Source: an optimization exercise on an open RTL-to-GDS flow (aim: small area, a short achievable clock period and few clock cycles). Production flows keep margins and buffers that such runs may drop. At most, simulation tests tie the RTL to the original design; equivalence was not proved. Power and IR drop assume default switching activity.

==> inputs of yarrow <==
==> flow/design.v <==
`timescale 1ns/10ps
module maze_router (
reset		,
start		,
clk         ,
address     ,
data_in     ,
data_out    ,
cs          ,
we          ,
D);
input        reset;
input        start;
input        clk;
input  [7:0] data_in;
output       cs;
output       we;
output [7:0] data_out;
output [7:0] address;
output       D;
reg       cs, we, D;
reg [7:0] data_out, address;
localparam [1:0] ST_FREE = 2'b00, ST_BLK = 2'b01, ST_R0 = 2'b10;
localparam [3:0] S_IDLE  = 4'd0,
                 S_SCAN  = 4'd1,    
                 S_DRAIN = 4'd2,    
                 S_BFS   = 4'd3,    
                 S_TRACE = 4'd4,    
                 S_CLR   = 4'd5,    
                 S_SRC2  = 4'd6,    
                 S_FIN   = 4'd7,    
                 S_DONE  = 4'd8,
                 S_GO2   = 4'd9;
reg [3:0] state;
reg       net2;
reg [7:0] s1a, t1a, s2a, t2a;       
reg [7:0] cur;                       
reg [2:0] dir;
reg [7:0] wv;                        
reg [3:0] sw;                        
reg       drain;
reg       pS1, pT2;
reg [7:0] a1;
reg       v1;
reg [255:0] st1, st0;
reg  [7:0] dx, dy;                   
reg  [3:0] dz;                       
reg        g1, g0;
reg        bfs_en, clr;
genvar n;
generate
for (n = 0; n < 256; n = n + 1) begin : g_cell
	wire nbr = ((n % 8) != 0 ? st1[(n % 8) != 0 ? n - 1 : n] : 1'b0)
	         | ((n % 8) != 7 ? st1[(n % 8) != 7 ? n + 1 : n] : 1'b0)
	         | (((n / 8) % 8) != 0 ? st1[((n / 8) % 8) != 0 ? n - 8 : n] : 1'b0)
	         | (((n / 8) % 8) != 7 ? st1[((n / 8) % 8) != 7 ? n + 8 : n] : 1'b0)
	         | ((n / 64) != 0 ? st1[(n / 64) != 0 ? n - 64 : n] : 1'b0)
	         | ((n / 64) != 3 ? st1[(n / 64) != 3 ? n + 64 : n] : 1'b0);
	wire sel = dx[n % 8] & dy[(n / 8) % 8] & dz[n / 64];
	wire en  = sel | (clr & st1[n]) | (bfs_en & nbr & ~st1[n] & ~st0[n]);
	always @(posedge clk)
		if (en) begin
			st1[n] <= g1;
			st0[n] <= g0;
		end
end
endgenerate
function [5:0] validdirs;
	input [7:0] c;
	validdirs = {c[7:6] != 2'd3, c[7:6] != 2'd0,
	             c[5:3] != 3'd7, c[5:3] != 3'd0,
	             c[2:0] != 3'd7, c[2:0] != 3'd0};
endfunction
function [2:0] nextdir;
	input [5:0] v;
	input [2:0] d;
	reg [5:0] m;
	begin
		case (d)
			3'd7: m = v;
			3'd0: m = v & 6'b111110;
			3'd1: m = v & 6'b111100;
			3'd2: m = v & 6'b111000;
			3'd3: m = v & 6'b110000;
			3'd4: m = v & 6'b100000;
			default: m = 6'b000000;
		endcase
		nextdir = m[0] ? 3'd0 : m[1] ? 3'd1 : m[2] ? 3'd2 :
		          m[3] ? 3'd3 : m[4] ? 3'd4 : m[5] ? 3'd5 : 3'd6;
	end
endfunction
function [7:0] nb;
	input [7:0] c;
	input [2:0] d;
	case (d)
		3'd0: nb = {c[7:3], c[2:0] - 3'd1};
		3'd1: nb = {c[7:3], c[2:0] + 3'd1};
		3'd2: nb = {c[7:6], c[5:3] - 3'd1, c[2:0]};
		3'd3: nb = {c[7:6], c[5:3] + 3'd1, c[2:0]};
		3'd4: nb = {c[7:6] - 2'd1, c[5:0]};
		default: nb = {c[7:6] + 2'd1, c[5:0]};
	endcase
endfunction
wire [7:0] naddr = (state == S_TRACE) ? nb(cur, dir) : cur;
wire       ls1   = st1[naddr];
wire       ls0   = st0[naddr];
wire       found = ls1 && (ls0 == wv[1]);
wire [2:0] ndir  = nextdir(validdirs(cur), dir);
wire [2:0] fdir  = nextdir(validdirs(naddr), 3'd7);
reg [7:0] swa, swd;
always @* begin
	case (sw[2:0])
		3'd0: begin swa = 8'd128; swd = 8'hFF; end
		3'd1: begin swa = 8'd129; swd = 8'hFF; end
		3'd2: begin swa = 8'd130; swd = 8'hFF; end
		3'd3: begin swa = 8'd131; swd = 8'hFF; end
		3'd4: begin swa = s1a;    swd = 8'h00; end
		3'd5: begin swa = t1a;    swd = 8'h00; end
		3'd6: begin swa = s2a;    swd = 8'h11; end
		default: begin swa = t2a; swd = 8'h11; end
	endcase
end
wire path_wr = (state == S_TRACE) && found;
wire sw_go   = drain && !sw[3] && !path_wr;
reg       nw_en;
reg [7:0] nw_addr;
reg [1:0] nw_val;
reg       n_bfs, n_clr;
always @(posedge clk) begin
	a1 <= address;
	v1 <= (state == S_SCAN);
	nw_en   = 1'b0;
	nw_addr = cur;
	nw_val  = ST_BLK;
	n_bfs   = 1'b0;
	n_clr   = 1'b0;
	if (reset) begin
		state <= S_IDLE;
		D     <= 1'b0;
		cs    <= 1'b0;
		we    <= 1'b0;
		drain <= 1'b0;
		v1    <= 1'b0;
	end else begin
		cs <= 1'b0;
		we <= 1'b0;
		if (v1) begin
			nw_en   = 1'b1;
			nw_addr = a1;
			if (a1[7:2] == 6'b100000)           nw_val = ST_BLK;
			else if (a1 == s1a)                 nw_val = ST_R0;
			else if (a1 == t1a)                 nw_val = ST_FREE;
			else if (a1 == s2a || a1 == t2a)    nw_val = ST_BLK;
			else if (data_in == 8'hEE)          nw_val = ST_FREE;
			else                                nw_val = ST_BLK;
			if (a1 == 8'd128) s1a <= data_in;
			if (a1 == 8'd129) t1a <= data_in;
			if (a1 == 8'd130) s2a <= data_in;
			if (a1 == 8'd131) t2a <= data_in;
		end
		if (sw_go) begin
			cs       <= 1'b1;
			we       <= 1'b1;
			address  <= swa;
			data_out <= swd;
			sw       <= sw + 4'd1;
		end
		case (state)
			S_IDLE: begin
				net2  <= 1'b0;
				drain <= 1'b0;
				sw    <= 4'd0;
				if (start) begin
					state   <= S_SCAN;
					cs      <= 1'b1;
					address <= 8'd128;
				end
			end
			S_SCAN: begin
				cs      <= 1'b1;
				address <= address + 8'd1;
				if (address == 8'd127) begin
					cs    <= 1'b0;
					state <= S_DRAIN;
				end
			end
			S_DRAIN: begin
				drain <= 1'b1;
				if (!v1) begin
					state <= S_BFS;
					n_bfs = 1'b1;
					wv    <= 8'd1;
					cur   <= t1a;
				end
			end
			S_BFS: begin
				wv <= wv + 8'd1;
				if (ls1) begin
					wv  <= wv - 8'd2;      
					dir <= fdir;
					if (!net2) begin
						nw_en   = 1'b1;
						nw_addr = t1a;
						nw_val  = ST_BLK;
						pS1 <= 1'b1;
						pT2 <= 1'b1;
					end
					if (wv == 8'd2) state <= net2 ? S_FIN : S_CLR;
					else            state <= S_TRACE;
				end else if (wv == 8'd255) begin
					state <= S_FIN;
				end else begin
					n_bfs = 1'b1;
				end
			end
			S_TRACE: begin
				if (found) begin
					cs       <= 1'b1;
					we       <= 1'b1;
					address  <= naddr;
					data_out <= net2 ? 8'h11 : 8'h00;
					nw_en    = 1'b1;
					nw_addr  = naddr;
					nw_val   = ST_BLK;
					cur      <= naddr;
					dir      <= fdir;
					wv       <= wv - 8'd1;
					if (wv == 8'd1) state <= net2 ? S_FIN : S_CLR;
				end else begin
					if (pS1) begin
						nw_en   = 1'b1;
						nw_addr = s1a;
						nw_val  = ST_BLK;
						pS1 <= 1'b0;
					end else if (pT2) begin
						nw_en   = 1'b1;
						nw_addr = t2a;
						nw_val  = ST_FREE;
						pT2 <= 1'b0;
					end
					dir <= ndir;
					if (ndir == 3'd6) state <= S_FIN;
				end
			end
			S_CLR: begin
				if (pS1) begin
					nw_en   = 1'b1;
					nw_addr = s1a;
					nw_val  = ST_BLK;
					pS1 <= 1'b0;
				end else if (pT2) begin
					nw_en   = 1'b1;
					nw_addr = t2a;
					nw_val  = ST_FREE;
					pT2 <= 1'b0;
				end else begin
					n_clr = 1'b1;
					state <= S_SRC2;
				end
			end
			S_SRC2: begin
				nw_en   = 1'b1;
				nw_addr = s2a;
				nw_val  = ST_R0;
				net2  <= 1'b1;
				cur   <= t2a;
				wv    <= 8'd1;
				state <= S_GO2;
			end
			S_GO2: begin
				n_bfs = 1'b1;
				state <= S_BFS;
			end
			S_FIN: begin
				if (sw[3]) begin
					D     <= 1'b1;
					state <= S_DONE;
				end
			end
			S_DONE: begin
				D <= 1'b1;
			end
			default: state <= S_IDLE;
		endcase
	end
	bfs_en <= n_bfs;
	clr    <= n_clr;
	dx     <= 8'd1 << nw_addr[2:0];
	dy     <= 8'd1 << nw_addr[5:3];
	dz     <= nw_en ? (4'd1 << nw_addr[7:6]) : 4'd0;
	if (n_bfs)      {g1, g0} <= {1'b1, n_clr ? 1'b0 : (state == S_BFS ? wv[1] ^ wv[0] : 1'b0)};
	else if (n_clr) {g1, g0} <= ST_FREE;
	else            {g1, g0} <= nw_val;
end
endmodule
==> flow/run.sh <==
#!/bin/bash
# synth_recipe.tcl (not shown) runs the flow's synth.tcl, then flattens the netlist and writes it again
# the make line also repeats each setting of config.mk as NAME=value (left out here)
make -C /OpenROAD-flow-scripts/flow DESIGN_CONFIG=/design/flow/config.mk WORK_HOME=/design/flow/orfs CLKGATE_MAP_FILE= SYNTH_SCRIPT=/design/flow/synth_recipe.tcl finish
==> flow/config.mk <==
export PLATFORM = sky130hd
export DESIGN_NAME = maze_router
export DESIGN_NICKNAME = maze_router
export VERILOG_FILES = /design/flow/design.v
export SDC_FILE = /design/flow/constraint.sdc
export NUM_CORES = 4
export LEC_CHECK = 0
export CAP_MARGIN = 20
export CORE_MARGIN = 2
export CORE_UTILIZATION = 40
export PLACE_DENSITY = 0.6
export SLEW_MARGIN = 20
==> flow/constraint.sdc <==
create_clock -name core_clock -period 6.5 [get_ports {clk}]
set_input_delay 1.3000 -clock core_clock [delete_from_list [all_inputs] [get_ports {clk}]]
set_output_delay 1.3000 -clock core_clock [all_outputs]
set_load 0.01 [all_outputs]
==> onyx (differences from yarrow) <==
--- a/flow/design.v
+++ b/flow/design.v
@@ -21,3 +21,5 @@
 reg       cs, we, D;
-reg [7:0] data_out, address;
+reg [7:0] address;
+reg       do_a, do_b;                
+assign data_out = {do_a, do_a, do_a, do_b, do_a, do_a, do_a, do_b};
 localparam [1:0] ST_FREE = 2'b00, ST_BLK = 2'b01, ST_R0 = 2'b10;
@@ -30,5 +32,5 @@
                  S_SRC2  = 4'd6,    
-                 S_FIN   = 4'd7,    
-                 S_DONE  = 4'd8,
-                 S_GO2   = 4'd9;
+                 S_GO2   = 4'd7,    
+                 S_FIN   = 4'd8,    
+                 S_DONE  = 4'd9;
 reg [3:0] state;
@@ -36,4 +38,2 @@
 reg [7:0] s1a, t1a, s2a, t2a;       
-reg [7:0] cur;                       
-reg [2:0] dir;
 reg [7:0] wv;                        
@@ -41,3 +41,11 @@
 reg       drain;
-reg       pS1, pT2;
+reg       pS1, pT2;                  
+reg [7:0] cur;                       
+reg [5:0] cmask;                     
+reg [2:0] dir;                       
+reg [7:0] naddr;                     
+reg [7:0] laddr;                     
+reg [2:0] ldir;
+reg       lval;                      
+reg       ls1, ls0;                  
 reg [7:0] a1;
@@ -73,19 +81,17 @@
 endfunction
-function [2:0] nextdir;
-	input [5:0] v;
+function [2:0] firstdir;
+	input [5:0] m;
+	firstdir = m[0] ? 3'd0 : m[1] ? 3'd1 : m[2] ? 3'd2 :
+	           m[3] ? 3'd3 : m[4] ? 3'd4 : m[5] ? 3'd5 : 3'd6;
+endfunction
+function [5:0] after;
 	input [2:0] d;
-	reg [5:0] m;
-	begin
-		case (d)
-			3'd7: m = v;
-			3'd0: m = v & 6'b111110;
-			3'd1: m = v & 6'b111100;
-			3'd2: m = v & 6'b111000;
-			3'd3: m = v & 6'b110000;
-			3'd4: m = v & 6'b100000;
-			default: m = 6'b000000;
-		endcase
-		nextdir = m[0] ? 3'd0 : m[1] ? 3'd1 : m[2] ? 3'd2 :
-		          m[3] ? 3'd3 : m[4] ? 3'd4 : m[5] ? 3'd5 : 3'd6;
-	end
+	case (d)
+		3'd0: after = 6'b111110;
+		3'd1: after = 6'b111100;
+		3'd2: after = 6'b111000;
+		3'd3: after = 6'b110000;
+		3'd4: after = 6'b100000;
+		default: after = 6'b000000;
+	endcase
 endfunction
@@ -103,23 +109,35 @@
 endfunction
-wire [7:0] naddr = (state == S_TRACE) ? nb(cur, dir) : cur;
-wire       ls1   = st1[naddr];
-wire       ls0   = st0[naddr];
-wire       found = ls1 && (ls0 == wv[1]);
-wire [2:0] ndir  = nextdir(validdirs(cur), dir);
-wire [2:0] fdir  = nextdir(validdirs(naddr), 3'd7);
-reg [7:0] swa, swd;
+function [5:0] backdir;
+	input [2:0] d;
+	case (d)
+		3'd0: backdir = 6'b000010;
+		3'd1: backdir = 6'b000001;
+		3'd2: backdir = 6'b001000;
+		3'd3: backdir = 6'b000100;
+		3'd4: backdir = 6'b100000;
+		default: backdir = 6'b010000;
+	endcase
+endfunction
+wire       found  = (state == S_TRACE) && lval && ls1 && (ls0 == wv[1]);
+wire [5:0] fmask  = validdirs(laddr) & ~backdir(ldir);
+wire [2:0] fdir   = firstdir(fmask);
+wire [7:0] fnaddr = nb(laddr, fdir);
+wire [5:0] nmask  = cmask & after(dir);
+wire [2:0] ndir   = firstdir(nmask);
+wire [7:0] nnaddr = nb(cur, ndir);
+wire [2:0] tdir   = firstdir(validdirs(cur));
+reg [7:0] swa;
 always @* begin
 	case (sw[2:0])
-		3'd0: begin swa = 8'd128; swd = 8'hFF; end
-		3'd1: begin swa = 8'd129; swd = 8'hFF; end
-		3'd2: begin swa = 8'd130; swd = 8'hFF; end
-		3'd3: begin swa = 8'd131; swd = 8'hFF; end
-		3'd4: begin swa = s1a;    swd = 8'h00; end
-		3'd5: begin swa = t1a;    swd = 8'h00; end
-		3'd6: begin swa = s2a;    swd = 8'h11; end
-		default: begin swa = t2a; swd = 8'h11; end
+		3'd0: swa = 8'd128;
+		3'd1: swa = 8'd129;
+		3'd2: swa = 8'd130;
+		3'd3: swa = 8'd131;
+		3'd4: swa = s1a;
+		3'd5: swa = t1a;
+		3'd6: swa = s2a;
+		default: swa = t2a;
 	endcase
 end
-wire path_wr = (state == S_TRACE) && found;
-wire sw_go   = drain && !sw[3] && !path_wr;
+wire sw_go = drain && !sw[3] && !found;
 reg       nw_en;
@@ -131,4 +149,9 @@
 	v1 <= (state == S_SCAN);
+	ls1   <= st1[naddr];
+	ls0   <= st0[naddr];
+	laddr <= naddr;
+	ldir  <= dir;
+	lval  <= 1'b0;
 	nw_en   = 1'b0;
-	nw_addr = cur;
+	nw_addr = laddr;
 	nw_val  = ST_BLK;
@@ -161,7 +184,8 @@
 		if (sw_go) begin
-			cs       <= 1'b1;
-			we       <= 1'b1;
-			address  <= swa;
-			data_out <= swd;
-			sw       <= sw + 4'd1;
+			cs      <= 1'b1;
+			we      <= 1'b1;
+			address <= swa;
+			do_a    <= (sw[2] == 1'b0);
+			do_b    <= (sw[2] == 1'b0) || (sw[1] == 1'b1);
+			sw      <= sw + 4'd1;
 		end
@@ -188,2 +212,4 @@
 				drain <= 1'b1;
+				cur   <= t1a;
+				naddr <= t1a;
 				if (!v1) begin
@@ -192,3 +218,2 @@
 					wv    <= 8'd1;
-					cur   <= t1a;
 				end
@@ -196,6 +221,8 @@
 			S_BFS: begin
-				wv <= wv + 8'd1;
-				if (ls1) begin
-					wv  <= wv - 8'd2;      
-					dir <= fdir;
+				wv    <= wv + 8'd1;
+				naddr <= nb(cur, tdir);
+				dir   <= tdir;
+				cmask <= validdirs(cur);
+				if (ls1 && wv != 8'd1) begin
+					wv <= wv - 8'd3;      
 					if (!net2) begin
@@ -207,3 +234,3 @@
 					end
-					if (wv == 8'd2) state <= net2 ? S_FIN : S_CLR;
+					if (wv == 8'd3) state <= net2 ? S_FIN : S_CLR;
 					else            state <= S_TRACE;
@@ -213,2 +240,3 @@
 					n_bfs = 1'b1;
+					naddr <= cur;
 				end
@@ -217,12 +245,16 @@
 				if (found) begin
-					cs       <= 1'b1;
-					we       <= 1'b1;
-					address  <= naddr;
-					data_out <= net2 ? 8'h11 : 8'h00;
-					nw_en    = 1'b1;
-					nw_addr  = naddr;
-					nw_val   = ST_BLK;
-					cur      <= naddr;
-					dir      <= fdir;
-					wv       <= wv - 8'd1;
+					cs      <= 1'b1;
+					we      <= 1'b1;
+					address <= laddr;
+					do_a    <= 1'b0;
+					do_b    <= net2;
+					nw_en   = 1'b1;
+					nw_addr = laddr;
+					nw_val  = ST_BLK;
+					cur     <= laddr;
+					cmask   <= fmask;
+					naddr   <= fnaddr;
+					dir     <= fdir;
+					lval    <= 1'b0;
+					wv      <= wv - 8'd1;
 					if (wv == 8'd1) state <= net2 ? S_FIN : S_CLR;
@@ -240,4 +272,5 @@
 					end
-					dir <= ndir;
-					if (ndir == 3'd6) state <= S_FIN;
+					lval  <= (dir != 3'd6);
+					naddr <= nnaddr;
+					dir   <= ndir;
 				end
@@ -266,2 +299,3 @@
 				cur   <= t2a;
+				naddr <= t2a;
 				wv    <= 8'd1;
@@ -290,3 +324,3 @@
 	dz     <= nw_en ? (4'd1 << nw_addr[7:6]) : 4'd0;
-	if (n_bfs)      {g1, g0} <= {1'b1, n_clr ? 1'b0 : (state == S_BFS ? wv[1] ^ wv[0] : 1'b0)};
+	if (n_bfs)      {g1, g0} <= {1'b1, state == S_BFS ? wv[1] ^ wv[0] : 1'b0};
 	else if (n_clr) {g1, g0} <= ST_FREE;
==> comparison table <==
metric                                                                           onyx              yarrow
Result of the run                                          complete, but fails checks  no timing/DRC/antenna violations
Reasons for failing layout checks                                 max-slew violations                   -
TritonCTS sink count                                                              648                 627
Synth Area in Simple Gates                                                      15.3%               16.5%
Sum of net half-perimeters after detailed placement                          78500 um           110000 um
Count of cells along the worst register-to-register path                            8                  15
Setup slack, reg-to-reg                                                       3060 ps               90 ps
Crit path required time                                                       6990 ps             7020 ps
Area used by sequential logic in the layout                                18900 um^2          18400 um^2
Bufs w/o clock                                                                     72                 164
Standby leakage power                                                         12.3 nW             13.6 nW
Source of the worst hold timing path                                 dir[0]$_DFFE_PP_  drain$_SDFFE_PP0P_
Tapcells inserted                                                                1165                1276
Share of cell area taken by multi-input logic gates                             39.8%               43.6%
Post-synth EDFFs                                                                  593                 586
Final number of max-transition violations                                          47                   0
Final weighted congestion in routability-driven placement                       0.926                1.06
Number of multi-input combinational cells                                        2207                2735
Area share of fa/ha/maj cells after synthesis                                  0.809%              0.523%
Launching element type of the critical path                                 input pin            register
Routed length on met3                                                        14500 um            22700 um
Total routed wirelength                                                     127000 um           168000 um
Testbench counts of onyx, summed over its fixed seeds: cycles 25,591.
For yarrow, only the layout was checked, not whether the RTL still works.

[static timing again, ports no longer ideal]
The flow's constraints put no driver on any port. The routed layouts listed below were extracted and timed again, unchanged, in two steps. Step 1 sets driving cells, clkbuf_16 on the clock port and buf_2 on the other inputs (assumed; they add their load-dependent delay and slew). Step 2, shift: input delay + t, output delay - t, t = (earliest + latest rising clock arrival at the registers) / 2. This alone moves slack from input paths to output paths. a / b / c = ideal ports / drivers / drivers and shift; a / b = the first two.
run	t, ns	slack for setup (ns)	latest minus earliest clock arrival (ns)
yarrow	0.724	0.093 / 0.093 / 0.093	0.040 / 0.041
onyx	0.680	3.048 / 3.058 / 2.404	0.050 / 0.050
For onyx, which loses most, drivers alone change the setup slack by +0.010 ns; drivers and shift together by -0.644 ns.
